Source: an optimization exercise on an open RTL-to-GDS flow (aim: small area and a short achievable clock period). Production flows keep margins and buffers that such runs may drop. Where RTL was checked, it was by simulation tests only, not by an equivalence proof against the original. The RTL of run 3 was laid out without a check of its function.

==> flow/design.v, too long to show whole: its modules and the start of the top module <==
// module md5_radd: 63 lines
// module md5_fstep: 8 lines
// module md5_step0: 8 lines
// module md5_xadd: 26 lines
// module md5_radd3: 80 lines
// module Md5Core: 2297 lines
module Md5Core (
  input  wire clk,
  input  wire [511:0] wordChunk,
  input  wire [31:0] A0,
  input  wire [31:0] B0,
  input  wire [31:0] C0,
  input  wire [31:0] D0,
  output wire [31:0] A64,
  output wire [31:0] B64,
  output wire [31:0] C64,
  output wire [31:0] D64,
  output reg  [127:0] digestValue);
  // ...
==> flow/flow/run.sh <==
#!/bin/bash
# Own flow: the standard layout (standard.sh) with extra settings appended
# to config.mk (flow/extra.mk), and the pipeline state registers upsized to
# dfxtp_2 after synthesis (flow/upsize.tcl).  Each tool's output is in
# orfs/logs/... (per step), flow_synth.log, upsize.log and flow_standard.log.
set -euo pipefail
cat flow/extra.mk >> config.mk
bash standard.sh synth > flow_synth.log 2>&1
RESULTS=$(pwd)/orfs/results/$FLOW_PLATFORM/Md5Core/base openroad -no_init -exit flow/upsize.tcl > upsize.log 2>&1
bash standard.sh > flow_standard.log 2>&1
==> flow/flow/extra.mk <==
# Added to the standard flow's config.mk by run.sh.
# Keep synthesis and repair away from the slow 3- and 4-input complex cells.
export DONT_USE_CELLS += sky130_fd_sc_hd__a2111o_1 sky130_fd_sc_hd__a2111o_2 sky130_fd_sc_hd__a2111o_4 sky130_fd_sc_hd__a2111oi_0 sky130_fd_sc_hd__a2111oi_1 sky130_fd_sc_hd__a2111oi_2 sky130_fd_sc_hd__a2111oi_4 sky130_fd_sc_hd__a211o_1 sky130_fd_sc_hd__a211o_2 sky130_fd_sc_hd__a211o_4 sky130_fd_sc_hd__a211oi_1 sky130_fd_sc_hd__a211oi_2 sky130_fd_sc_hd__a211oi_4 sky130_fd_sc_hd__a221o_1 sky130_fd_sc_hd__a221o_2 sky130_fd_sc_hd__a221o_4 sky130_fd_sc_hd__a221oi_1 sky130_fd_sc_hd__a221oi_2 sky130_fd_sc_hd__a221oi_4 sky130_fd_sc_hd__a222oi_1 sky130_fd_sc_hd__a311o_1 sky130_fd_sc_hd__a311o_2 sky130_fd_sc_hd__a311o_4 sky130_fd_sc_hd__a311oi_1 sky130_fd_sc_hd__a311oi_2 sky130_fd_sc_hd__a311oi_4 sky130_fd_sc_hd__a31o_1 sky130_fd_sc_hd__a31o_2 sky130_fd_sc_hd__a31o_4 sky130_fd_sc_hd__a31oi_1 sky130_fd_sc_hd__a31oi_2 sky130_fd_sc_hd__a31oi_4 sky130_fd_sc_hd__a32o_1 sky130_fd_sc_hd__a32o_2 sky130_fd_sc_hd__a32o_4 sky130_fd_sc_hd__a32oi_1 sky130_fd_sc_hd__a32oi_2 sky130_fd_sc_hd__a32oi_4 sky130_fd_sc_hd__a41o_1 sky130_fd_sc_hd__a41o_2 sky130_fd_sc_hd__a41o_4 sky130_fd_sc_hd__a41oi_1 sky130_fd_sc_hd__a41oi_2 sky130_fd_sc_hd__a41oi_4 sky130_fd_sc_hd__and3_1 sky130_fd_sc_hd__and3_2 sky130_fd_sc_hd__and3_4 sky130_fd_sc_hd__and3b_1 sky130_fd_sc_hd__and3b_2 sky130_fd_sc_hd__and3b_4 sky130_fd_sc_hd__and4_1 sky130_fd_sc_hd__and4_2 sky130_fd_sc_hd__and4_4 sky130_fd_sc_hd__and4b_1 sky130_fd_sc_hd__and4b_2 sky130_fd_sc_hd__and4b_4 sky130_fd_sc_hd__and4bb_1 sky130_fd_sc_hd__and4bb_2 sky130_fd_sc_hd__and4bb_4 sky130_fd_sc_hd__nand3_1 sky130_fd_sc_hd__nand3_2 sky130_fd_sc_hd__nand3_4 sky130_fd_sc_hd__nand3b_1 sky130_fd_sc_hd__nand3b_2 sky130_fd_sc_hd__nand3b_4 sky130_fd_sc_hd__nand4_1 sky130_fd_sc_hd__nand4_2 sky130_fd_sc_hd__nand4_4 sky130_fd_sc_hd__nand4b_1 sky130_fd_sc_hd__nand4b_2 sky130_fd_sc_hd__nand4b_4 sky130_fd_sc_hd__nand4bb_1 sky130_fd_sc_hd__nand4bb_2 sky130_fd_sc_hd__nand4bb_4 sky130_fd_sc_hd__nor3_1 sky130_fd_sc_hd__nor3_2 sky130_fd_sc_hd__nor3_4 sky130_fd_sc_hd__nor3b_1 sky130_fd_sc_hd__nor3b_2 sky130_fd_sc_hd__nor3b_4 sky130_fd_sc_hd__nor4_1 sky130_fd_sc_hd__nor4_2 sky130_fd_sc_hd__nor4_4 sky130_fd_sc_hd__nor4b_1 sky130_fd_sc_hd__nor4b_2 sky130_fd_sc_hd__nor4b_4 sky130_fd_sc_hd__nor4bb_1 sky130_fd_sc_hd__nor4bb_2 sky130_fd_sc_hd__nor4bb_4 sky130_fd_sc_hd__o2111a_1 sky130_fd_sc_hd__o2111a_2 sky130_fd_sc_hd__o2111a_4 sky130_fd_sc_hd__o2111ai_1 sky130_fd_sc_hd__o2111ai_2 sky130_fd_sc_hd__o2111ai_4 sky130_fd_sc_hd__o211a_1 sky130_fd_sc_hd__o211a_2 sky130_fd_sc_hd__o211a_4 sky130_fd_sc_hd__o211ai_1 sky130_fd_sc_hd__o211ai_2 sky130_fd_sc_hd__o211ai_4 sky130_fd_sc_hd__o221a_1 sky130_fd_sc_hd__o221a_2 sky130_fd_sc_hd__o221a_4 sky130_fd_sc_hd__o221ai_1 sky130_fd_sc_hd__o221ai_2 sky130_fd_sc_hd__o221ai_4 sky130_fd_sc_hd__o311a_1 sky130_fd_sc_hd__o311a_2 sky130_fd_sc_hd__o311a_4 sky130_fd_sc_hd__o311ai_0 sky130_fd_sc_hd__o311ai_1 sky130_fd_sc_hd__o311ai_2 sky130_fd_sc_hd__o311ai_4 sky130_fd_sc_hd__o31a_1 sky130_fd_sc_hd__o31a_2 sky130_fd_sc_hd__o31a_4 sky130_fd_sc_hd__o31ai_1 sky130_fd_sc_hd__o31ai_2 sky130_fd_sc_hd__o31ai_4 sky130_fd_sc_hd__o32a_1 sky130_fd_sc_hd__o32a_2 sky130_fd_sc_hd__o32a_4 sky130_fd_sc_hd__o32ai_1 sky130_fd_sc_hd__o32ai_2 sky130_fd_sc_hd__o32ai_4 sky130_fd_sc_hd__o41a_1 sky130_fd_sc_hd__o41a_2 sky130_fd_sc_hd__o41a_4 sky130_fd_sc_hd__o41ai_1 sky130_fd_sc_hd__o41ai_2 sky130_fd_sc_hd__o41ai_4 sky130_fd_sc_hd__or3_1 sky130_fd_sc_hd__or3_2 sky130_fd_sc_hd__or3_4 sky130_fd_sc_hd__or3b_1 sky130_fd_sc_hd__or3b_2 sky130_fd_sc_hd__or3b_4 sky130_fd_sc_hd__or4_1 sky130_fd_sc_hd__or4_2 sky130_fd_sc_hd__or4_4 sky130_fd_sc_hd__or4b_1 sky130_fd_sc_hd__or4b_2 sky130_fd_sc_hd__or4b_4 sky130_fd_sc_hd__or4bb_1 sky130_fd_sc_hd__or4bb_2 sky130_fd_sc_hd__or4bb_4 sky130_fd_sc_hd__xnor3_1 sky130_fd_sc_hd__xnor3_2 sky130_fd_sc_hd__xnor3_4 sky130_fd_sc_hd__xor3_1 sky130_fd_sc_hd__xor3_2 sky130_fd_sc_hd__xor3_4 
# Clock tree: no dummy loads.
export CTS_ARGS = -sink_clustering_enable -repair_clock_nets -dont_use_dummy_load
# Buffer the ports with a plain buffer rather than the default delay cell.
export BUFFER_PORTS_ARGS = -buffer_cell sky130_fd_sc_hd__buf_4
# More antenna repair passes.
export MAX_REPAIR_ANTENNAS_ITER_GRT = 10
export MAX_REPAIR_ANTENNAS_ITER_DRT = 15
==> flow/flow/upsize.tcl <==
# Give the pipeline state registers (B, C, D, X) a stronger output stage:
# dfxtp_1 -> dfxtp_2 (same flip-flop, larger drive), right after synthesis.
set results $::env(RESULTS)
read_db $results/1_synth.odb
set db [ord::get_db]
set m2 [$db findMaster sky130_fd_sc_hd__dfxtp_2]
set n 0
foreach inst [[ord::get_db_block] getInsts] {
  if {[regexp {^[BCDX][0-9]+\\?\[} [$inst getName]] && [[$inst getMaster] getName] eq "sky130_fd_sc_hd__dfxtp_1"} {
    $inst swapMaster $m2
    incr n
  }
}
puts "upsized $n registers"
write_db $results/1_synth.odb
==> flow/standard.sh <==
#!/bin/bash
# synth_recipe.tcl (not shown) runs the flow's synth.tcl, then flattens the netlist and writes it again
# the make line also repeats each setting of config.mk as NAME=value (left out here)
make -C /OpenROAD-flow-scripts/flow DESIGN_CONFIG=/design/flow/config.mk WORK_HOME=/design/flow/orfs CLKGATE_MAP_FILE= SYNTH_SCRIPT=/design/flow/synth_recipe.tcl "${@:-finish}"
==> flow/config.mk <==
export PLATFORM = sky130hd
export DESIGN_NAME = Md5Core
export DESIGN_NICKNAME = Md5Core
export VERILOG_FILES = /design/flow/design.v
export SDC_FILE = /design/flow/constraint.sdc
export NUM_CORES = 8
export LEC_CHECK = 0
export CAP_MARGIN = 30
export CORE_MARGIN = 2
export CORE_UTILIZATION = 55
export PLACE_DENSITY = 0.65
export SETUP_SLACK_MARGIN = 4.6
export SLEW_MARGIN = 30
export SYNTH_HIERARCHICAL = 1
export TNS_END_PERCENT = 30
# Added to bench's config.mk by run.sh.
# Keep synthesis and repair away from the slow 3- and 4-input complex cells.
export DONT_USE_CELLS += sky130_fd_sc_hd__a2111o_1 sky130_fd_sc_hd__a2111o_2 sky130_fd_sc_hd__a2111o_4 sky130_fd_sc_hd__a2111oi_0 sky130_fd_sc_hd__a2111oi_1 sky130_fd_sc_hd__a2111oi_2 sky130_fd_sc_hd__a2111oi_4 sky130_fd_sc_hd__a211o_1 sky130_fd_sc_hd__a211o_2 sky130_fd_sc_hd__a211o_4 sky130_fd_sc_hd__a211oi_1 sky130_fd_sc_hd__a211oi_2 sky130_fd_sc_hd__a211oi_4 sky130_fd_sc_hd__a221o_1 sky130_fd_sc_hd__a221o_2 sky130_fd_sc_hd__a221o_4 sky130_fd_sc_hd__a221oi_1 sky130_fd_sc_hd__a221oi_2 sky130_fd_sc_hd__a221oi_4 sky130_fd_sc_hd__a222oi_1 sky130_fd_sc_hd__a311o_1 sky130_fd_sc_hd__a311o_2 sky130_fd_sc_hd__a311o_4 sky130_fd_sc_hd__a311oi_1 sky130_fd_sc_hd__a311oi_2 sky130_fd_sc_hd__a311oi_4 sky130_fd_sc_hd__a31o_1 sky130_fd_sc_hd__a31o_2 sky130_fd_sc_hd__a31o_4 sky130_fd_sc_hd__a31oi_1 sky130_fd_sc_hd__a31oi_2 sky130_fd_sc_hd__a31oi_4 sky130_fd_sc_hd__a32o_1 sky130_fd_sc_hd__a32o_2 sky130_fd_sc_hd__a32o_4 sky130_fd_sc_hd__a32oi_1 sky130_fd_sc_hd__a32oi_2 sky130_fd_sc_hd__a32oi_4 sky130_fd_sc_hd__a41o_1 sky130_fd_sc_hd__a41o_2 sky130_fd_sc_hd__a41o_4 sky130_fd_sc_hd__a41oi_1 sky130_fd_sc_hd__a41oi_2 sky130_fd_sc_hd__a41oi_4 sky130_fd_sc_hd__and3_1 sky130_fd_sc_hd__and3_2 sky130_fd_sc_hd__and3_4 sky130_fd_sc_hd__and3b_1 sky130_fd_sc_hd__and3b_2 sky130_fd_sc_hd__and3b_4 sky130_fd_sc_hd__and4_1 sky130_fd_sc_hd__and4_2 sky130_fd_sc_hd__and4_4 sky130_fd_sc_hd__and4b_1 sky130_fd_sc_hd__and4b_2 sky130_fd_sc_hd__and4b_4 sky130_fd_sc_hd__and4bb_1 sky130_fd_sc_hd__and4bb_2 sky130_fd_sc_hd__and4bb_4 sky130_fd_sc_hd__nand3_1 sky130_fd_sc_hd__nand3_2 sky130_fd_sc_hd__nand3_4 sky130_fd_sc_hd__nand3b_1 sky130_fd_sc_hd__nand3b_2 sky130_fd_sc_hd__nand3b_4 sky130_fd_sc_hd__nand4_1 sky130_fd_sc_hd__nand4_2 sky130_fd_sc_hd__nand4_4 sky130_fd_sc_hd__nand4b_1 sky130_fd_sc_hd__nand4b_2 sky130_fd_sc_hd__nand4b_4 sky130_fd_sc_hd__nand4bb_1 sky130_fd_sc_hd__nand4bb_2 sky130_fd_sc_hd__nand4bb_4 sky130_fd_sc_hd__nor3_1 sky130_fd_sc_hd__nor3_2 sky130_fd_sc_hd__nor3_4 sky130_fd_sc_hd__nor3b_1 sky130_fd_sc_hd__nor3b_2 sky130_fd_sc_hd__nor3b_4 sky130_fd_sc_hd__nor4_1 sky130_fd_sc_hd__nor4_2 sky130_fd_sc_hd__nor4_4 sky130_fd_sc_hd__nor4b_1 sky130_fd_sc_hd__nor4b_2 sky130_fd_sc_hd__nor4b_4 sky130_fd_sc_hd__nor4bb_1 sky130_fd_sc_hd__nor4bb_2 sky130_fd_sc_hd__nor4bb_4 sky130_fd_sc_hd__o2111a_1 sky130_fd_sc_hd__o2111a_2 sky130_fd_sc_hd__o2111a_4 sky130_fd_sc_hd__o2111ai_1 sky130_fd_sc_hd__o2111ai_2 sky130_fd_sc_hd__o2111ai_4 sky130_fd_sc_hd__o211a_1 sky130_fd_sc_hd__o211a_2 sky130_fd_sc_hd__o211a_4 sky130_fd_sc_hd__o211ai_1 sky130_fd_sc_hd__o211ai_2 sky130_fd_sc_hd__o211ai_4 sky130_fd_sc_hd__o221a_1 sky130_fd_sc_hd__o221a_2 sky130_fd_sc_hd__o221a_4 sky130_fd_sc_hd__o221ai_1 sky130_fd_sc_hd__o221ai_2 sky130_fd_sc_hd__o221ai_4 sky130_fd_sc_hd__o311a_1 sky130_fd_sc_hd__o311a_2 sky130_fd_sc_hd__o311a_4 sky130_fd_sc_hd__o311ai_0 sky130_fd_sc_hd__o311ai_1 sky130_fd_sc_hd__o311ai_2 sky130_fd_sc_hd__o311ai_4 sky130_fd_sc_hd__o31a_1 sky130_fd_sc_hd__o31a_2 sky130_fd_sc_hd__o31a_4 sky130_fd_sc_hd__o31ai_1 sky130_fd_sc_hd__o31ai_2 sky130_fd_sc_hd__o31ai_4 sky130_fd_sc_hd__o32a_1 sky130_fd_sc_hd__o32a_2 sky130_fd_sc_hd__o32a_4 sky130_fd_sc_hd__o32ai_1 sky130_fd_sc_hd__o32ai_2 sky130_fd_sc_hd__o32ai_4 sky130_fd_sc_hd__o41a_1 sky130_fd_sc_hd__o41a_2 sky130_fd_sc_hd__o41a_4 sky130_fd_sc_hd__o41ai_1 sky130_fd_sc_hd__o41ai_2 sky130_fd_sc_hd__o41ai_4 sky130_fd_sc_hd__or3_1 sky130_fd_sc_hd__or3_2 sky130_fd_sc_hd__or3_4 sky130_fd_sc_hd__or3b_1 sky130_fd_sc_hd__or3b_2 sky130_fd_sc_hd__or3b_4 sky130_fd_sc_hd__or4_1 sky130_fd_sc_hd__or4_2 sky130_fd_sc_hd__or4_4 sky130_fd_sc_hd__or4b_1 sky130_fd_sc_hd__or4b_2 sky130_fd_sc_hd__or4b_4 sky130_fd_sc_hd__or4bb_1 sky130_fd_sc_hd__or4bb_2 sky130_fd_sc_hd__or4bb_4 sky130_fd_sc_hd__xnor3_1 sky130_fd_sc_hd__xnor3_2 sky130_fd_sc_hd__xnor3_4 sky130_fd_sc_hd__xor3_1 sky130_fd_sc_hd__xor3_2 sky130_fd_sc_hd__xor3_4 
# Clock tree: no dummy loads.
export CTS_ARGS = -sink_clustering_enable -repair_clock_nets -dont_use_dummy_load
# Buffer the ports with a plain buffer rather than the default delay cell.
export BUFFER_PORTS_ARGS = -buffer_cell sky130_fd_sc_hd__buf_4
# More antenna repair passes.
export MAX_REPAIR_ANTENNAS_ITER_GRT = 10
export MAX_REPAIR_ANTENNAS_ITER_DRT = 15
==> flow/constraint.sdc <==
create_clock -name core_clock -period 8.5 [get_ports {clk}]
set_input_delay 1.7000 -clock core_clock [delete_from_list [all_inputs] [get_ports {clk}]]
set_output_delay 1.7000 -clock core_clock [all_outputs]
set_load 0.01 [all_outputs]
==> impl_results.md, run 1 <==
* Status: finished with violations
* Layout violations: antenna violations
* Chip area in the Yosys report at between 1000000 and 1500000 µm²
* Pins Over Slew Limit at 0
* Drt via density at 5.11
* Synth Instances at 78700
* Core area at 1970000 µm²
* Hold buffers post-CTS at 71
* Yosys top cell by area: dfxtp_1
* Met3 Usage GRT at 5.85%
* Count leader, synth: dfxtp_1
* Register area share after synthesis at 67.9%
* Invs w/o clock at between 5000 and 6000
* Ranking of synthesized cells by area: dfxtp_1, ha_1, fa_1, xnor2_1, inv_1
* Die width at 1410 µm
* Antenna-violating nets left at 2
* CTS buffer count at 3235
* WL met1 at 1330000 µm
* Commonest non-fill, non-tap cells in the layout: dfxtp_1, dfxtp_2, ha_1, inv_1, nand2_1
* Skew final at 0.199 ns
* DR pass1 iterations at 7
* Setup TNS at 0 ns
* Wire per inst at 34.5 µm
==> module md5_step0, before the edit <==
module md5_step0 #(parameter S = 7, parameter [31:0] K = 32'h0) (
  input  wire [31:0] A, B, C, D, M,
  output wire [31:0] Y);
  wire [31:0] F = (B & C) | (~B & D);
  wire [31:0] xs = A ^ M ^ K;
  wire [31:0] xc = (A & M) | (A & K) | (M & K);
  md5_radd3 #(.S(S)) u_add (.B(B), .U(xs), .V({xc[30:0], 1'b0}), .F(F), .Y(Y));
endmodule
==> module md5_xadd, before the edit <==
module md5_xadd #(parameter [31:0] K = 32'h0) (
  input  wire [31:0] D, M,
  output wire [31:0] X);
  wire [31:0] xs = D ^ M ^ K;
  wire [31:0] xc = (D & M) | (D & K) | (M & K);
  wire [31:0] a = xs, b = {xc[30:0], 1'b0};
  wire [31:0] G [0:5];
  wire [31:0] P [0:5];
  assign G[0] = a & b;
  assign P[0] = a ^ b;
  genvar i, l;
  generate
    for (l = 0; l < 5; l = l + 1) begin : lv
      for (i = 0; i < 32; i = i + 1) begin : b
        if ((i >> l) & 1) begin : c
          assign G[l+1][i] = G[l][i] | (P[l][i] & G[l][((i >> l) << l) - 1]);
          assign P[l+1][i] = P[l][i] & P[l][((i >> l) << l) - 1];
        end else begin : p
          assign G[l+1][i] = G[l][i];
          assign P[l+1][i] = P[l][i];
        end
      end
    end
  endgenerate
  assign X = P[0] ^ {G[5][30:0], 1'b0};
endmodule
==> run 2, diff against run 1 <==
--- a/flow/design.v
+++ b/flow/design.v
@@ -70,123 +70,57 @@
   md5_radd #(.S(S)) u_add (.B(B), .X(X), .F(F), .Y(Y));
 endmodule
 module md5_step0 #(parameter S = 7, parameter [31:0] K = 32'h0) (
   input  wire [31:0] A, B, C, D, M,
   output wire [31:0] Y);
   wire [31:0] F = (B & C) | (~B & D);
   wire [31:0] xs = A ^ M ^ K;
   wire [31:0] xc = (A & M) | (A & K) | (M & K);
-  md5_radd3 #(.S(S)) u_add (.B(B), .U(xs), .V({xc[30:0], 1'b0}), .F(F), .Y(Y));
+  wire [31:0] xc2 = {xc[30:0], 1'b0};
+  wire [31:0] u = xs ^ xc2 ^ F;
+  wire [31:0] v = (xs & xc2) | (xs & F) | (xc2 & F);
+  md5_radd #(.S(S)) u_add (.B(B), .X(u), .F({v[30:0], 1'b0}), .Y(Y));
 endmodule
 module md5_xadd #(parameter [31:0] K = 32'h0) (
   input  wire [31:0] D, M,
   output wire [31:0] X);
   wire [31:0] xs = D ^ M ^ K;
   wire [31:0] xc = (D & M) | (D & K) | (M & K);
   wire [31:0] a = xs, b = {xc[30:0], 1'b0};
-  wire [31:0] G [0:5];
-  wire [31:0] P [0:5];
-  assign G[0] = a & b;
-  assign P[0] = a ^ b;
+  wire [31:0] p0 = a ^ b, g0 = a & b;
+  wire [31:0] G [0:9];
+  wire [31:0] P [0:9];
+  assign G[0] = g0; assign P[0] = p0;
   genvar i, l;
   generate
-    for (l = 0; l < 5; l = l + 1) begin : lv
+    for (l = 0; l < 5; l = l + 1) begin : up
       for (i = 0; i < 32; i = i + 1) begin : b
-        if ((i >> l) & 1) begin : c
-          assign G[l+1][i] = G[l][i] | (P[l][i] & G[l][((i >> l) << l) - 1]);
-          assign P[l+1][i] = P[l][i] & P[l][((i >> l) << l) - 1];
-        end else begin : p
-          assign G[l+1][i] = G[l][i];
-          assign P[l+1][i] = P[l][i];
-        end
-      end
-    end
-  endgenerate
-  assign X = P[0] ^ {G[5][30:0], 1'b0};
-endmodule
-module md5_radd3 #(parameter S = 7) (
-  input  wire [31:0] B, U, V, F,
-  output wire [31:0] Y);
-  localparam N = 32 - S;
-  wire [31:0] Ur = (U << S) | (U >> N);
-  wire [31:0] Vr = (V << S) | (V >> N);
-  wire [31:0] Fr = (F << S) | (F >> N);
-  wire [31:0] u = U ^ V ^ F;
-  wire [31:0] v = (U & V) | (U & F) | (V & F);
-  wire [31:0] v2 = {v[30:0], 1'b0};
-  wire c1a = v[N-1];
-  wire [31:0] s1 = B ^ Ur ^ Vr;
-  wire [31:0] k1 = (B & Ur) | (B & Vr) | (Ur & Vr);
-  wire [31:0] k1s, ws;
-  wire [31:0] t = s1 ^ k1s ^ Fr;
-  wire [31:0] w = (s1 & k1s) | (s1 & Fr) | (k1s & Fr);
-  genvar i, l;
-  generate
-    for (i = 0; i < 32; i = i + 1) begin : g_sh
-      if (i == 0) begin : b0
-        assign k1s[i] = 1'b0;
-        assign ws[i] = c1a;
-      end else if (i == S) begin : bs
-        assign k1s[i] = 1'b0;
-        assign ws[i] = 1'b0;
-      end else begin : bn
-        assign k1s[i] = k1[i-1];
-        assign ws[i] = w[i-1];
-      end
-    end
-  endgenerate
-  wire [31:0] G [0:5];
-  wire [31:0] P [0:5];
-  wire [31:0] GX [0:5];
-  wire [31:0] PX [0:5];
-  assign P[0] = t ^ ws;
-  assign G[0] = t & ws;
-  assign PX[0] = u ^ v2;
-  assign GX[0] = u & v2;
-  generate
-    for (l = 0; l < 5; l = l + 1) begin : g_lvl
-      for (i = 0; i < 32; i = i + 1) begin : g_bit
-        if (i - (1 << l) >= ((i < S) ? 0 : S)) begin : comb
+        if ((i % (2 << l)) == (2 << l) - 1) begin : c
           assign G[l+1][i] = G[l][i] | (P[l][i] & G[l][i - (1 << l)]);
           assign P[l+1][i] = P[l][i] & P[l][i - (1 << l)];
-        end else begin : pass
+        end else begin : p
           assign G[l+1][i] = G[l][i];
           assign P[l+1][i] = P[l][i];
         end
-        if (i - (1 << l) >= ((i < N) ? 0 : N)) begin : combx
-          assign GX[l+1][i] = GX[l][i] | (PX[l][i] & GX[l][i - (1 << l)]);
-          assign PX[l+1][i] = PX[l][i] & PX[l][i - (1 << l)];
-        end else begin : passx
-          assign GX[l+1][i] = GX[l][i];
-          assign PX[l+1][i] = PX[l][i];
-        end
       end
     end
-  endgenerate
-  wire c1b = GX[5][N-1];                     
-  wire base = k1[S-1] ^ w[S-1] ^ v[31];
-  wire c3_0 = base ^ G[5][S-1] ^ GX[5][31];
-  wire c3_1 = base ^ (G[5][S-1] | P[5][S-1]) ^ (GX[5][31] | PX[5][31]);
-  wire c3 = c1b ? c3_1 : c3_0;
-  wire [31:0] cy;
-  generate
-    for (i = 0; i < 32; i = i + 1) begin : g_cy
-      if (i == 0) begin : b0
-        assign cy[i] = c1b;
-      end else if (i == S) begin : bs
-        assign cy[i] = c3;
-      end else if (i < S) begin : lo
-        assign cy[i] = G[5][i-1] | (P[5][i-1] & c1b);
-      end else begin : hi
-        assign cy[i] = G[5][i-1] | (P[5][i-1] & c3);
+    for (l = 0; l < 4; l = l + 1) begin : dn
+      for (i = 0; i < 32; i = i + 1) begin : b
+        if (i >= (3 << (3 - l)) - 1 && (i % (2 << (3 - l))) == (3 << (3 - l)) - 1 - (2 << (3 - l)) * ((3 << (3 - l)) - 1 >= (2 << (3 - l)) ? 1 : 0)) begin : c
+          assign G[l+6][i] = G[l+5][i] | (P[l+5][i] & G[l+5][i - (1 << (3 - l))]);
+          assign P[l+6][i] = P[l+5][i] & P[l+5][i - (1 << (3 - l))];
+        end else begin : p
+          assign G[l+6][i] = G[l+5][i];
+          assign P[l+6][i] = P[l+5][i];
+        end
       end
     end
   endgenerate
-  assign Y = P[0] ^ cy;
+  assign X = p0 ^ {G[9][30:0], 1'b0};
 endmodule
 module Md5Core (
   input  wire clk,
   input  wire [511:0] wordChunk,
   input  wire [31:0] A0,
   input  wire [31:0] B0,
   input  wire [31:0] C0,
   input  wire [31:0] D0,
@@ -1191,17 +1125,16 @@
   reg [31:0] m50_15;
   reg [31:0] m51_15;
   reg [31:0] m52_15;
   reg [31:0] m53_15;
   reg [31:0] m54_15;
   reg [31:0] m55_15;
   reg [31:0] m56_15;
   reg [31:0] dA, dB, dC, dD;
-  reg [31:0] tA, tC, tD, tB, tS;
   wire [31:0] M0 = wordChunk[31:0];
   wire [31:0] M1 = wordChunk[63:32];
   wire [31:0] M2 = wordChunk[95:64];
   wire [31:0] M3 = wordChunk[127:96];
   wire [31:0] M4 = wordChunk[159:128];
   wire [31:0] M5 = wordChunk[191:160];
   wire [31:0] M6 = wordChunk[223:192];
   wire [31:0] M7 = wordChunk[255:224];
@@ -1462,19 +1395,16 @@
   wire [31:0] Y60;
   md5_fstep #(.R(3), .S(6)) st60 (.B(B60), .C(C60), .D(D60), .X(X60), .Y(Y60));
   wire [31:0] Y61;
   md5_fstep #(.R(3), .S(10)) st61 (.B(B61), .C(C61), .D(D61), .X(X61), .Y(Y61));
   wire [31:0] Y62;
   md5_fstep #(.R(3), .S(15)) st62 (.B(B62), .C(C62), .D(D62), .X(X62), .Y(Y62));
   wire [31:0] Y63;
   md5_fstep #(.R(3), .S(21)) st63 (.B(B63), .C(C63), .D(D63), .X(X63), .Y(Y63));
-  wire [31:0] F63 = C63 ^ (B63 | ~D63);
-  wire [31:0] T63 = X63 + F63;
-  wire [31:0] S63 = (T63 << 21) | (T63 >> 11);
   always @(posedge clk) begin
     B1 <= Y0; C1 <= B0; D1 <= C0; X1 <= X1n;
     m1_0 <= M0;
     m1_1 <= M1;
     m1_2 <= M2;
     m1_3 <= M3;
     m1_4 <= M4;
     m1_5 <= M5;
@@ -2465,18 +2395,16 @@
     m61_9 <= m60_9;
     B62 <= Y61; C62 <= B61; D62 <= C61;
     X62 <= X62n;
     m62_9 <= m61_9;
     B63 <= Y62; C63 <= B62; D63 <= C62;
     X63 <= X63n;
     B64r <= Y63; C64r <= B63; D64r <= C63;
     A64r <= D63;
-    tA <= D63 + 32'h67452301; tC <= B63 + 32'h98badcfe; tD <= C63 + 32'h10325476;
-    tB <= B63 + 32'hefcdab89; tS <= S63;
-    dA <= tA; dB <= tB + tS; dC <= tC; dD <= tD;
+    dA <= A64r + 32'h67452301; dB <= B64 + 32'hefcdab89; dC <= C64 + 32'h98badcfe; dD <= D64 + 32'h10325476;
     digestValue <= {dA, dB, dC, dD};
   end
   assign A64 = A64r;
   assign B64 = B64r;
   assign C64 = C64r;
   assign D64 = D64r;
 endmodule
==> flow/flow/run.sh (replaced) <==
#!/bin/bash
# Own flow: the standard layout (standard.sh) with a few extra settings
# appended to config.mk (see flow/extra.mk).  All tool output goes to
# orfs/logs/... (per step) and flow_standard.log (the make run).
set -euo pipefail
cat flow/extra.mk >> config.mk
bash standard.sh > flow_standard.log 2>&1
==> flow/flow/extra.mk (replaced) <==
# Added to the standard flow's config.mk by run.sh.
# Keep synthesis and repair away from the slow 3- and 4-input complex cells.
export DONT_USE_CELLS += sky130_fd_sc_hd__a2111o_1 sky130_fd_sc_hd__a2111o_2 sky130_fd_sc_hd__a2111o_4 sky130_fd_sc_hd__a2111oi_0 sky130_fd_sc_hd__a2111oi_1 sky130_fd_sc_hd__a2111oi_2 sky130_fd_sc_hd__a2111oi_4 sky130_fd_sc_hd__a211o_1 sky130_fd_sc_hd__a211o_2 sky130_fd_sc_hd__a211o_4 sky130_fd_sc_hd__a211oi_1 sky130_fd_sc_hd__a211oi_2 sky130_fd_sc_hd__a211oi_4 sky130_fd_sc_hd__a221o_1 sky130_fd_sc_hd__a221o_2 sky130_fd_sc_hd__a221o_4 sky130_fd_sc_hd__a221oi_1 sky130_fd_sc_hd__a221oi_2 sky130_fd_sc_hd__a221oi_4 sky130_fd_sc_hd__a222oi_1 sky130_fd_sc_hd__a311o_1 sky130_fd_sc_hd__a311o_2 sky130_fd_sc_hd__a311o_4 sky130_fd_sc_hd__a311oi_1 sky130_fd_sc_hd__a311oi_2 sky130_fd_sc_hd__a311oi_4 sky130_fd_sc_hd__a31o_1 sky130_fd_sc_hd__a31o_2 sky130_fd_sc_hd__a31o_4 sky130_fd_sc_hd__a31oi_1 sky130_fd_sc_hd__a31oi_2 sky130_fd_sc_hd__a31oi_4 sky130_fd_sc_hd__a32o_1 sky130_fd_sc_hd__a32o_2 sky130_fd_sc_hd__a32o_4 sky130_fd_sc_hd__a32oi_1 sky130_fd_sc_hd__a32oi_2 sky130_fd_sc_hd__a32oi_4 sky130_fd_sc_hd__a41o_1 sky130_fd_sc_hd__a41o_2 sky130_fd_sc_hd__a41o_4 sky130_fd_sc_hd__a41oi_1 sky130_fd_sc_hd__a41oi_2 sky130_fd_sc_hd__a41oi_4 sky130_fd_sc_hd__and3_1 sky130_fd_sc_hd__and3_2 sky130_fd_sc_hd__and3_4 sky130_fd_sc_hd__and3b_1 sky130_fd_sc_hd__and3b_2 sky130_fd_sc_hd__and3b_4 sky130_fd_sc_hd__and4_1 sky130_fd_sc_hd__and4_2 sky130_fd_sc_hd__and4_4 sky130_fd_sc_hd__and4b_1 sky130_fd_sc_hd__and4b_2 sky130_fd_sc_hd__and4b_4 sky130_fd_sc_hd__and4bb_1 sky130_fd_sc_hd__and4bb_2 sky130_fd_sc_hd__and4bb_4 sky130_fd_sc_hd__nand3_1 sky130_fd_sc_hd__nand3_2 sky130_fd_sc_hd__nand3_4 sky130_fd_sc_hd__nand3b_1 sky130_fd_sc_hd__nand3b_2 sky130_fd_sc_hd__nand3b_4 sky130_fd_sc_hd__nand4_1 sky130_fd_sc_hd__nand4_2 sky130_fd_sc_hd__nand4_4 sky130_fd_sc_hd__nand4b_1 sky130_fd_sc_hd__nand4b_2 sky130_fd_sc_hd__nand4b_4 sky130_fd_sc_hd__nand4bb_1 sky130_fd_sc_hd__nand4bb_2 sky130_fd_sc_hd__nand4bb_4 sky130_fd_sc_hd__nor3_1 sky130_fd_sc_hd__nor3_2 sky130_fd_sc_hd__nor3_4 sky130_fd_sc_hd__nor3b_1 sky130_fd_sc_hd__nor3b_2 sky130_fd_sc_hd__nor3b_4 sky130_fd_sc_hd__nor4_1 sky130_fd_sc_hd__nor4_2 sky130_fd_sc_hd__nor4_4 sky130_fd_sc_hd__nor4b_1 sky130_fd_sc_hd__nor4b_2 sky130_fd_sc_hd__nor4b_4 sky130_fd_sc_hd__nor4bb_1 sky130_fd_sc_hd__nor4bb_2 sky130_fd_sc_hd__nor4bb_4 sky130_fd_sc_hd__o2111a_1 sky130_fd_sc_hd__o2111a_2 sky130_fd_sc_hd__o2111a_4 sky130_fd_sc_hd__o2111ai_1 sky130_fd_sc_hd__o2111ai_2 sky130_fd_sc_hd__o2111ai_4 sky130_fd_sc_hd__o211a_1 sky130_fd_sc_hd__o211a_2 sky130_fd_sc_hd__o211a_4 sky130_fd_sc_hd__o211ai_1 sky130_fd_sc_hd__o211ai_2 sky130_fd_sc_hd__o211ai_4 sky130_fd_sc_hd__o221a_1 sky130_fd_sc_hd__o221a_2 sky130_fd_sc_hd__o221a_4 sky130_fd_sc_hd__o221ai_1 sky130_fd_sc_hd__o221ai_2 sky130_fd_sc_hd__o221ai_4 sky130_fd_sc_hd__o311a_1 sky130_fd_sc_hd__o311a_2 sky130_fd_sc_hd__o311a_4 sky130_fd_sc_hd__o311ai_0 sky130_fd_sc_hd__o311ai_1 sky130_fd_sc_hd__o311ai_2 sky130_fd_sc_hd__o311ai_4 sky130_fd_sc_hd__o31a_1 sky130_fd_sc_hd__o31a_2 sky130_fd_sc_hd__o31a_4 sky130_fd_sc_hd__o31ai_1 sky130_fd_sc_hd__o31ai_2 sky130_fd_sc_hd__o31ai_4 sky130_fd_sc_hd__o32a_1 sky130_fd_sc_hd__o32a_2 sky130_fd_sc_hd__o32a_4 sky130_fd_sc_hd__o32ai_1 sky130_fd_sc_hd__o32ai_2 sky130_fd_sc_hd__o32ai_4 sky130_fd_sc_hd__o41a_1 sky130_fd_sc_hd__o41a_2 sky130_fd_sc_hd__o41a_4 sky130_fd_sc_hd__o41ai_1 sky130_fd_sc_hd__o41ai_2 sky130_fd_sc_hd__o41ai_4 sky130_fd_sc_hd__or3_1 sky130_fd_sc_hd__or3_2 sky130_fd_sc_hd__or3_4 sky130_fd_sc_hd__or3b_1 sky130_fd_sc_hd__or3b_2 sky130_fd_sc_hd__or3b_4 sky130_fd_sc_hd__or4_1 sky130_fd_sc_hd__or4_2 sky130_fd_sc_hd__or4_4 sky130_fd_sc_hd__or4b_1 sky130_fd_sc_hd__or4b_2 sky130_fd_sc_hd__or4b_4 sky130_fd_sc_hd__or4bb_1 sky130_fd_sc_hd__or4bb_2 sky130_fd_sc_hd__or4bb_4 sky130_fd_sc_hd__xnor3_1 sky130_fd_sc_hd__xnor3_2 sky130_fd_sc_hd__xnor3_4 sky130_fd_sc_hd__xor3_1 sky130_fd_sc_hd__xor3_2 sky130_fd_sc_hd__xor3_4 
# Clock tree: larger sink clusters and no dummy loads (fewer clock buffers).
export CTS_ARGS = -sink_clustering_enable -repair_clock_nets -dont_use_dummy_load -sink_clustering_size 25 -sink_clustering_max_diameter 60
==> flow/config.mk (replaced) <==
export PLATFORM = sky130hd
export DESIGN_NAME = Md5Core
export DESIGN_NICKNAME = Md5Core
export VERILOG_FILES = /design/flow/design.v
export SDC_FILE = /design/flow/constraint.sdc
export NUM_CORES = 8
export LEC_CHECK = 0
export CAP_MARGIN = 30
export CORE_MARGIN = 2
export CORE_UTILIZATION = 62
export PLACE_DENSITY = 0.72
export SETUP_SLACK_MARGIN = 4.6
export SLEW_MARGIN = 30
export SYNTH_HIERARCHICAL = 1
# Added to bench's config.mk by run.sh.
# Keep synthesis and repair away from the slow 3- and 4-input complex cells.
export DONT_USE_CELLS += sky130_fd_sc_hd__a2111o_1 sky130_fd_sc_hd__a2111o_2 sky130_fd_sc_hd__a2111o_4 sky130_fd_sc_hd__a2111oi_0 sky130_fd_sc_hd__a2111oi_1 sky130_fd_sc_hd__a2111oi_2 sky130_fd_sc_hd__a2111oi_4 sky130_fd_sc_hd__a211o_1 sky130_fd_sc_hd__a211o_2 sky130_fd_sc_hd__a211o_4 sky130_fd_sc_hd__a211oi_1 sky130_fd_sc_hd__a211oi_2 sky130_fd_sc_hd__a211oi_4 sky130_fd_sc_hd__a221o_1 sky130_fd_sc_hd__a221o_2 sky130_fd_sc_hd__a221o_4 sky130_fd_sc_hd__a221oi_1 sky130_fd_sc_hd__a221oi_2 sky130_fd_sc_hd__a221oi_4 sky130_fd_sc_hd__a222oi_1 sky130_fd_sc_hd__a311o_1 sky130_fd_sc_hd__a311o_2 sky130_fd_sc_hd__a311o_4 sky130_fd_sc_hd__a311oi_1 sky130_fd_sc_hd__a311oi_2 sky130_fd_sc_hd__a311oi_4 sky130_fd_sc_hd__a31o_1 sky130_fd_sc_hd__a31o_2 sky130_fd_sc_hd__a31o_4 sky130_fd_sc_hd__a31oi_1 sky130_fd_sc_hd__a31oi_2 sky130_fd_sc_hd__a31oi_4 sky130_fd_sc_hd__a32o_1 sky130_fd_sc_hd__a32o_2 sky130_fd_sc_hd__a32o_4 sky130_fd_sc_hd__a32oi_1 sky130_fd_sc_hd__a32oi_2 sky130_fd_sc_hd__a32oi_4 sky130_fd_sc_hd__a41o_1 sky130_fd_sc_hd__a41o_2 sky130_fd_sc_hd__a41o_4 sky130_fd_sc_hd__a41oi_1 sky130_fd_sc_hd__a41oi_2 sky130_fd_sc_hd__a41oi_4 sky130_fd_sc_hd__and3_1 sky130_fd_sc_hd__and3_2 sky130_fd_sc_hd__and3_4 sky130_fd_sc_hd__and3b_1 sky130_fd_sc_hd__and3b_2 sky130_fd_sc_hd__and3b_4 sky130_fd_sc_hd__and4_1 sky130_fd_sc_hd__and4_2 sky130_fd_sc_hd__and4_4 sky130_fd_sc_hd__and4b_1 sky130_fd_sc_hd__and4b_2 sky130_fd_sc_hd__and4b_4 sky130_fd_sc_hd__and4bb_1 sky130_fd_sc_hd__and4bb_2 sky130_fd_sc_hd__and4bb_4 sky130_fd_sc_hd__nand3_1 sky130_fd_sc_hd__nand3_2 sky130_fd_sc_hd__nand3_4 sky130_fd_sc_hd__nand3b_1 sky130_fd_sc_hd__nand3b_2 sky130_fd_sc_hd__nand3b_4 sky130_fd_sc_hd__nand4_1 sky130_fd_sc_hd__nand4_2 sky130_fd_sc_hd__nand4_4 sky130_fd_sc_hd__nand4b_1 sky130_fd_sc_hd__nand4b_2 sky130_fd_sc_hd__nand4b_4 sky130_fd_sc_hd__nand4bb_1 sky130_fd_sc_hd__nand4bb_2 sky130_fd_sc_hd__nand4bb_4 sky130_fd_sc_hd__nor3_1 sky130_fd_sc_hd__nor3_2 sky130_fd_sc_hd__nor3_4 sky130_fd_sc_hd__nor3b_1 sky130_fd_sc_hd__nor3b_2 sky130_fd_sc_hd__nor3b_4 sky130_fd_sc_hd__nor4_1 sky130_fd_sc_hd__nor4_2 sky130_fd_sc_hd__nor4_4 sky130_fd_sc_hd__nor4b_1 sky130_fd_sc_hd__nor4b_2 sky130_fd_sc_hd__nor4b_4 sky130_fd_sc_hd__nor4bb_1 sky130_fd_sc_hd__nor4bb_2 sky130_fd_sc_hd__nor4bb_4 sky130_fd_sc_hd__o2111a_1 sky130_fd_sc_hd__o2111a_2 sky130_fd_sc_hd__o2111a_4 sky130_fd_sc_hd__o2111ai_1 sky130_fd_sc_hd__o2111ai_2 sky130_fd_sc_hd__o2111ai_4 sky130_fd_sc_hd__o211a_1 sky130_fd_sc_hd__o211a_2 sky130_fd_sc_hd__o211a_4 sky130_fd_sc_hd__o211ai_1 sky130_fd_sc_hd__o211ai_2 sky130_fd_sc_hd__o211ai_4 sky130_fd_sc_hd__o221a_1 sky130_fd_sc_hd__o221a_2 sky130_fd_sc_hd__o221a_4 sky130_fd_sc_hd__o221ai_1 sky130_fd_sc_hd__o221ai_2 sky130_fd_sc_hd__o221ai_4 sky130_fd_sc_hd__o311a_1 sky130_fd_sc_hd__o311a_2 sky130_fd_sc_hd__o311a_4 sky130_fd_sc_hd__o311ai_0 sky130_fd_sc_hd__o311ai_1 sky130_fd_sc_hd__o311ai_2 sky130_fd_sc_hd__o311ai_4 sky130_fd_sc_hd__o31a_1 sky130_fd_sc_hd__o31a_2 sky130_fd_sc_hd__o31a_4 sky130_fd_sc_hd__o31ai_1 sky130_fd_sc_hd__o31ai_2 sky130_fd_sc_hd__o31ai_4 sky130_fd_sc_hd__o32a_1 sky130_fd_sc_hd__o32a_2 sky130_fd_sc_hd__o32a_4 sky130_fd_sc_hd__o32ai_1 sky130_fd_sc_hd__o32ai_2 sky130_fd_sc_hd__o32ai_4 sky130_fd_sc_hd__o41a_1 sky130_fd_sc_hd__o41a_2 sky130_fd_sc_hd__o41a_4 sky130_fd_sc_hd__o41ai_1 sky130_fd_sc_hd__o41ai_2 sky130_fd_sc_hd__o41ai_4 sky130_fd_sc_hd__or3_1 sky130_fd_sc_hd__or3_2 sky130_fd_sc_hd__or3_4 sky130_fd_sc_hd__or3b_1 sky130_fd_sc_hd__or3b_2 sky130_fd_sc_hd__or3b_4 sky130_fd_sc_hd__or4_1 sky130_fd_sc_hd__or4_2 sky130_fd_sc_hd__or4_4 sky130_fd_sc_hd__or4b_1 sky130_fd_sc_hd__or4b_2 sky130_fd_sc_hd__or4b_4 sky130_fd_sc_hd__or4bb_1 sky130_fd_sc_hd__or4bb_2 sky130_fd_sc_hd__or4bb_4 sky130_fd_sc_hd__xnor3_1 sky130_fd_sc_hd__xnor3_2 sky130_fd_sc_hd__xnor3_4 sky130_fd_sc_hd__xor3_1 sky130_fd_sc_hd__xor3_2 sky130_fd_sc_hd__xor3_4 
# Clock tree: larger sink clusters and no dummy loads (fewer clock buffers).
export CTS_ARGS = -sink_clustering_enable -repair_clock_nets -dont_use_dummy_load -sink_clustering_size 25 -sink_clustering_max_diameter 60
removed: flow/flow/upsize.tcl
==> run 2 against run 1 <==
The flow now stops in 4_1_cts; synthesized cell count fell by 2.2%; synthesized area fell by 1.7%.
==> impl_results.md, run 2 <==
* Status: stopped before the end
* Fail Step: 4_1_cts
* Log Error: [ERROR DPL-0033] detailed placement checks failed during check placement.
* Initial Util at 62.1%
* Detailed Place HPWL at 3050000 µm
* Clock sinks at approximately 36000
* Seq cells post-synth at 36400
* Die width at 1320 µm (-6.6%)
* Share of the synthesized area in the top cell type at 68.2%
* Hold buffers post-CTS at 0 (-100%)
* Ranking of synthesized cells by area: dfxtp_1, ha_1, fa_1, xnor2_1, inv_1
* CTS root buf: clkbuf_16
* Dpl cell area at 1110000 µm²
* Yosys warning count at 86
* Post-synth EDFFs at 0
* Synth cell types at 87
* Most used DFF post-synth: dfxtp_1
* IO Pins at 897
* Post-CTS Resized at 3169
* Most frequent cells after synthesis: dfxtp_1, ha_1, inv_1
* RD Place Congestion at 1.05
* Yosys top cell by area: dfxtp_1
* Async set-reset flop share out of synthesis at 0%
* H-tree levels at 8
* CTS buffer count at 2206 (-32%)
* IO Port Bufs at 896
* Synth Instances at 77000 (-2.2%)
* Register area share after synthesis at 68.2% (+0.23 points)
* Mapped Area at between 1000000 and 1500000 µm²
* Site Rows at 482
* Die H at 1320 µm
* Clk buf depth at 6
* Syn avg cell area at ~14 µm²
* Count leader, synth: dfxtp_1
* Postcts setup bufs at 300
==> run 2: cells by family after synthesis <==
| kind of cell | after synthesis | share of synthesized area, % |
|---|---|---|
| flops | 36400 | 68.2 |
| fa+ha+maj | 10700 | 14.7 |
| simple gates | 9778 | 4.48 |
| compound gates | 8188 | 4.95 |
| buf+inv | 5925 | 2.11 |
| xor+xnor | 4824 | 3.98 |
| mux | 1201 | 1.63 |
| other cells | 1 | 0.000351 |
==> run 2: per-stage QoR <==
stage                     setup WS [ns]  util, %  instances
after global placement             1.56     64.3     101000
after detailed placement           1.62     64.3     101000
after floorplan                    3.47        -      77000
==> run 2: worst min-delay path by stage <==
stage	start	slack [ns]	to
detailed placement	m44_15[31]$_DFF_P_	0.31	m45_15[31]$_DFF_P_
global placement	m16_3[0]$_DFF_P_	0.31	m17_3[0]$_DFF_P_
floorplan	dD[0]$_DFF_P_	0.31	digestValue[0]$_DFF_P_
==> run 3, diff against run 2 <==
--- a/flow/design.v
+++ b/flow/design.v
@@ -83,39 +83,7 @@
 module md5_xadd #(parameter [31:0] K = 32'h0) (
   input  wire [31:0] D, M,
   output wire [31:0] X);
-  wire [31:0] xs = D ^ M ^ K;
-  wire [31:0] xc = (D & M) | (D & K) | (M & K);
-  wire [31:0] a = xs, b = {xc[30:0], 1'b0};
-  wire [31:0] p0 = a ^ b, g0 = a & b;
-  wire [31:0] G [0:9];
-  wire [31:0] P [0:9];
-  assign G[0] = g0; assign P[0] = p0;
-  genvar i, l;
-  generate
-    for (l = 0; l < 5; l = l + 1) begin : up
-      for (i = 0; i < 32; i = i + 1) begin : b
-        if ((i % (2 << l)) == (2 << l) - 1) begin : c
-          assign G[l+1][i] = G[l][i] | (P[l][i] & G[l][i - (1 << l)]);
-          assign P[l+1][i] = P[l][i] & P[l][i - (1 << l)];
-        end else begin : p
-          assign G[l+1][i] = G[l][i];
-          assign P[l+1][i] = P[l][i];
-        end
-      end
-    end
-    for (l = 0; l < 4; l = l + 1) begin : dn
-      for (i = 0; i < 32; i = i + 1) begin : b
-        if (i >= (3 << (3 - l)) - 1 && (i % (2 << (3 - l))) == (3 << (3 - l)) - 1 - (2 << (3 - l)) * ((3 << (3 - l)) - 1 >= (2 << (3 - l)) ? 1 : 0)) begin : c
-          assign G[l+6][i] = G[l+5][i] | (P[l+5][i] & G[l+5][i - (1 << (3 - l))]);
-          assign P[l+6][i] = P[l+5][i] & P[l+5][i - (1 << (3 - l))];
-        end else begin : p
-          assign G[l+6][i] = G[l+5][i];
-          assign P[l+6][i] = P[l+5][i];
-        end
-      end
-    end
-  endgenerate
-  assign X = p0 ^ {G[9][30:0], 1'b0};
+  assign X = D + M + K;
 endmodule
 module Md5Core (
   input  wire clk,
==> flow/run.sh (new file) <==
#!/bin/bash
# synth_recipe.tcl (not shown) runs the flow's synth.tcl, then flattens the netlist and writes it again
# the make line also repeats each setting of config.mk as NAME=value (left out here)
make -C /OpenROAD-flow-scripts/flow DESIGN_CONFIG=/design/flow/config.mk WORK_HOME=/design/flow/orfs CLKGATE_MAP_FILE= SYNTH_SCRIPT=/design/flow/synth_recipe.tcl finish
==> flow/config.mk (replaced) <==
export PLATFORM = sky130hd
export DESIGN_NAME = Md5Core
export DESIGN_NICKNAME = Md5Core
export VERILOG_FILES = /design/flow/design.v
export SDC_FILE = /design/flow/constraint.sdc
export NUM_CORES = 8
export LEC_CHECK = 0
export CAP_MARGIN = 20
export CORE_MARGIN = 2
export CORE_UTILIZATION = 55
export PLACE_DENSITY = 0.65
export SETUP_SLACK_MARGIN = 4.5
export SLEW_MARGIN = 20
export SYNTH_HIERARCHICAL = 1
removed: flow/flow/run.sh
removed: flow/flow/extra.mk
removed: flow/standard.sh
==> run 3 against run 2 <==
The layout now fails its checks (antenna violations, max-capacitance violations, max-slew violations); synthesized cell count increased by 3.4%; synthesized area increased by 2.4%.
==> impl_results.md, run 3 <==
* Status: finished with violations
* Layout violations: antenna violations, max-capacitance violations, max-slew violations
* Clock latency at the later pin of the worst-skew pair at 1.71 ns
* Fin cells at 116000
* Critical path endpoint category: flop
* Skew final at around 0.17 ns
* RD Place Congestion at 1.04 (-1.1%)
* Max incr delay on CP at 0.88 ns
* Vias in the first global route at 615000
* CTS tree: done
* Clk buf depth at 6 (unchanged)
* Drt via density at 5.30
* Final setup viols at 0
* Reg-to-Reg Start: m15_1[1]$_DFF_P_
* Antenna-violating nets left at 1
* Core area at ~2000000 µm²
* Largest net degree at the start of global routing at 26
* H-tree levels at 8 (unchanged)
* Die area at 2000000 µm²
* Worst-path maximum fanout at 8
* Clock sinks at 36400 (unchanged)
* CTS buffer count at 3213 (+46%)
* Site Rows at 518 (+7.5%)
* Global-route wire length before repair at about 5000000 µm
* Reg2reg setup slack at 4.29 ns
* Slowest CP cell: dfxtp_1
* Layout cells sized above 1 at 15.1%
* Setup TNS at 0 ns
* Worst hold path type: in2reg
* # nets final at 94700
* Critical Path Sink: X16[31]$_DFF_P_
* Post-place setup slack at 1.47 ns (-0.151 ns)
* Initial Util at 55.0% (-7.0 points)
* Buf/Inv on CP at 2
* Yosys warning count at 23 (-73%)
* CTS root buf: clkbuf_16
* Max Cap Viol at 2
* Clock slew at reported path FFs at 0.08 ns
* Wire per inst at 33.1 µm
* IO Pins at 897 (unchanged)
* CP startpoint: m15_1[1]$_DFF_P_
* Cells after DPL at 107000 (+5.7%)
* Worst EP arrival at 5.72 ns
* Pins Over Slew Limit at 71
* Worst hold slack at 0.170 ns
* IO Port Bufs at 896 (unchanged)
* Largest Register: digestValue
* Cell chain of the critical path: inv_1 > ha_1 > inv_1 > ha_1 > fa_1 > nand3_1 > a31oi_2 > o311ai_4 > o21ai_2 > and4bb_1 > nor4_2
* Area growth, synth to finish at 16.9%
* Critical R2R Capture: X16[31]$_DFF_P_
* DRC errors left at 0
* Final core occ at around 64%
* Commonest non-fill, non-tap cells in the layout: dfxtp_1, ha_1, inv_1, a21oi_1, clkbuf_16
* Final Cell Area at around 1300000 µm²
* Slew headroom at -15.0%
* Antenna violations before repair at 1041
* Via count at 618000
* Mapped Area at 1090000 µm² (+2.4%)
* Cell family with most CP delay: adder cells
* Detailed Place HPWL at 2970000 µm (-2.6%)
* RSZ-0062 raised after global routing: yes
* Die width at 1410 µm (+7.4%)
* Final Hold Fails at 0
* GRT Resource Usage Total at 36.5%
* Final WL at 3860000 µm
* Crit share post-route at 49.5%
* DR pass1 iterations at 10
* Worst path depth at 11
* Synth Instances at 79600 (+3.4%)
* Final worst slack at 4.29 ns
* Dpl cell area at 1130000 µm² (+2.5%)
* Initial DRC count at between 50000 and 60000
* Max frequency at ~0.24 GHz
* CP startpoint kind: flop
* R2R depth at 11
* Minimum clock period at around 4.2 ns
* Crit Path Class: reg2reg
* Required @ worst endpoint at 10.01 ns
* Worst Tran Pin Value at roughly 1.7 ns
* Max reg flops at roughly 130
* Most common cell after layout, fill and taps aside: dfxtp_1
* Grt ovf at 0
* Die H at 1410 µm (+7.4%)
* Syn avg cell area at 13.7 µm² (-0.97%)
-- run 3: timing repair --
action	in CTS	in global routing
gates resized for setup	3780	1955
setup endpoints to repair	1232	781
buffers inserted	332	346
hold buffers	0	0
pin swaps	497	834
-- run 3: worst reg2reg max path: stages (launching register included) --
cell and delay [ns]:
dfxtp_1 0.88, inv_1 0.20, ha_1 0.37, inv_1 0.06
ha_1 0.27, fa_1 0.55, nand3_1 0.15, a31oi_2 0.15
o311ai_4 0.53, o21ai_2 0.30, and4bb_1 0.29, nor4_2 0.26
-- run 3: layout make-up --
class                       count  area [µm²]
fill                       142000      708000
inverter                     5043       19000
clock inverter               1513       21900
antenna                      3169        7930
timing repair buffer         1740       14900
tap                         26500       33200
clock buffer                 4417       91900
sequential                  36400      731000
multi-input combinational   37700      358000
-- run 3: how the worst min path moves through the flow --
stage | depth (start not counted) | to | from | slack (ns)
after floorplan | 0 | digestValue[0]$_DFF_P_ | dD[0]$_DFF_P_ | 0.31
after global placement | 0 | m52_4[2]$_DFF_P_ | m51_4[2]$_DFF_P_ | 0.31
after detailed placement | 0 | m26_8[20]$_DFF_P_ | m25_8[20]$_DFF_P_ | 0.31
after CTS | 1 | C1[30]$_DFF_P_ | B0[30] | 0.06
after global routing | 1 | D1[29]$_DFF_P_ | C0[29] | 0.12
final | 1 | D1[27]$_DFF_P_ | C0[27] | 0.17
-- run 3: per-layer routing --
metal | GRT usage (%) | vias to the layer above | routed length (µm)
li1 | - | 282000 | -
met1 | 40.3 | 302000 | 1370000
met2 | 60.3 | 24500 | 1840000
met3 | 5.91 | 8980 | 225000
met4 | 34.7 | 210 | 421000
met5 | 0 | - | 1420

-- what the ideal ports hide --
No port has a modelled driver above. Below, the same layouts with a new extraction and two added sets of constraints. Step 1: set_driving_cell puts a clkbuf_16 on clk and a buf_2 on each other input, an assumption about the parent block. Step 2, shift: input delay + t, output delay - t, t = (earliest + latest rising clock arrival at the registers) / 2. This alone moves slack from input paths to output paths. Slacks: no drivers / after step 1 / after step 2; pairs: no drivers / after step 1.
run	t, ns	setup WS [ns]	hold slack, ns	pins driven straight from the clock port
run 1	1.900	4.335 / 4.258 / 2.661	0.098 / -0.117 / 0.151	1
run 3	1.857	4.290 / 4.290 / 2.637	0.170 / 0.003 / 0.178	1
For run 1, which loses most, drivers alone change the setup slack by -0.077 ns; drivers and shift together by -1.674 ns.
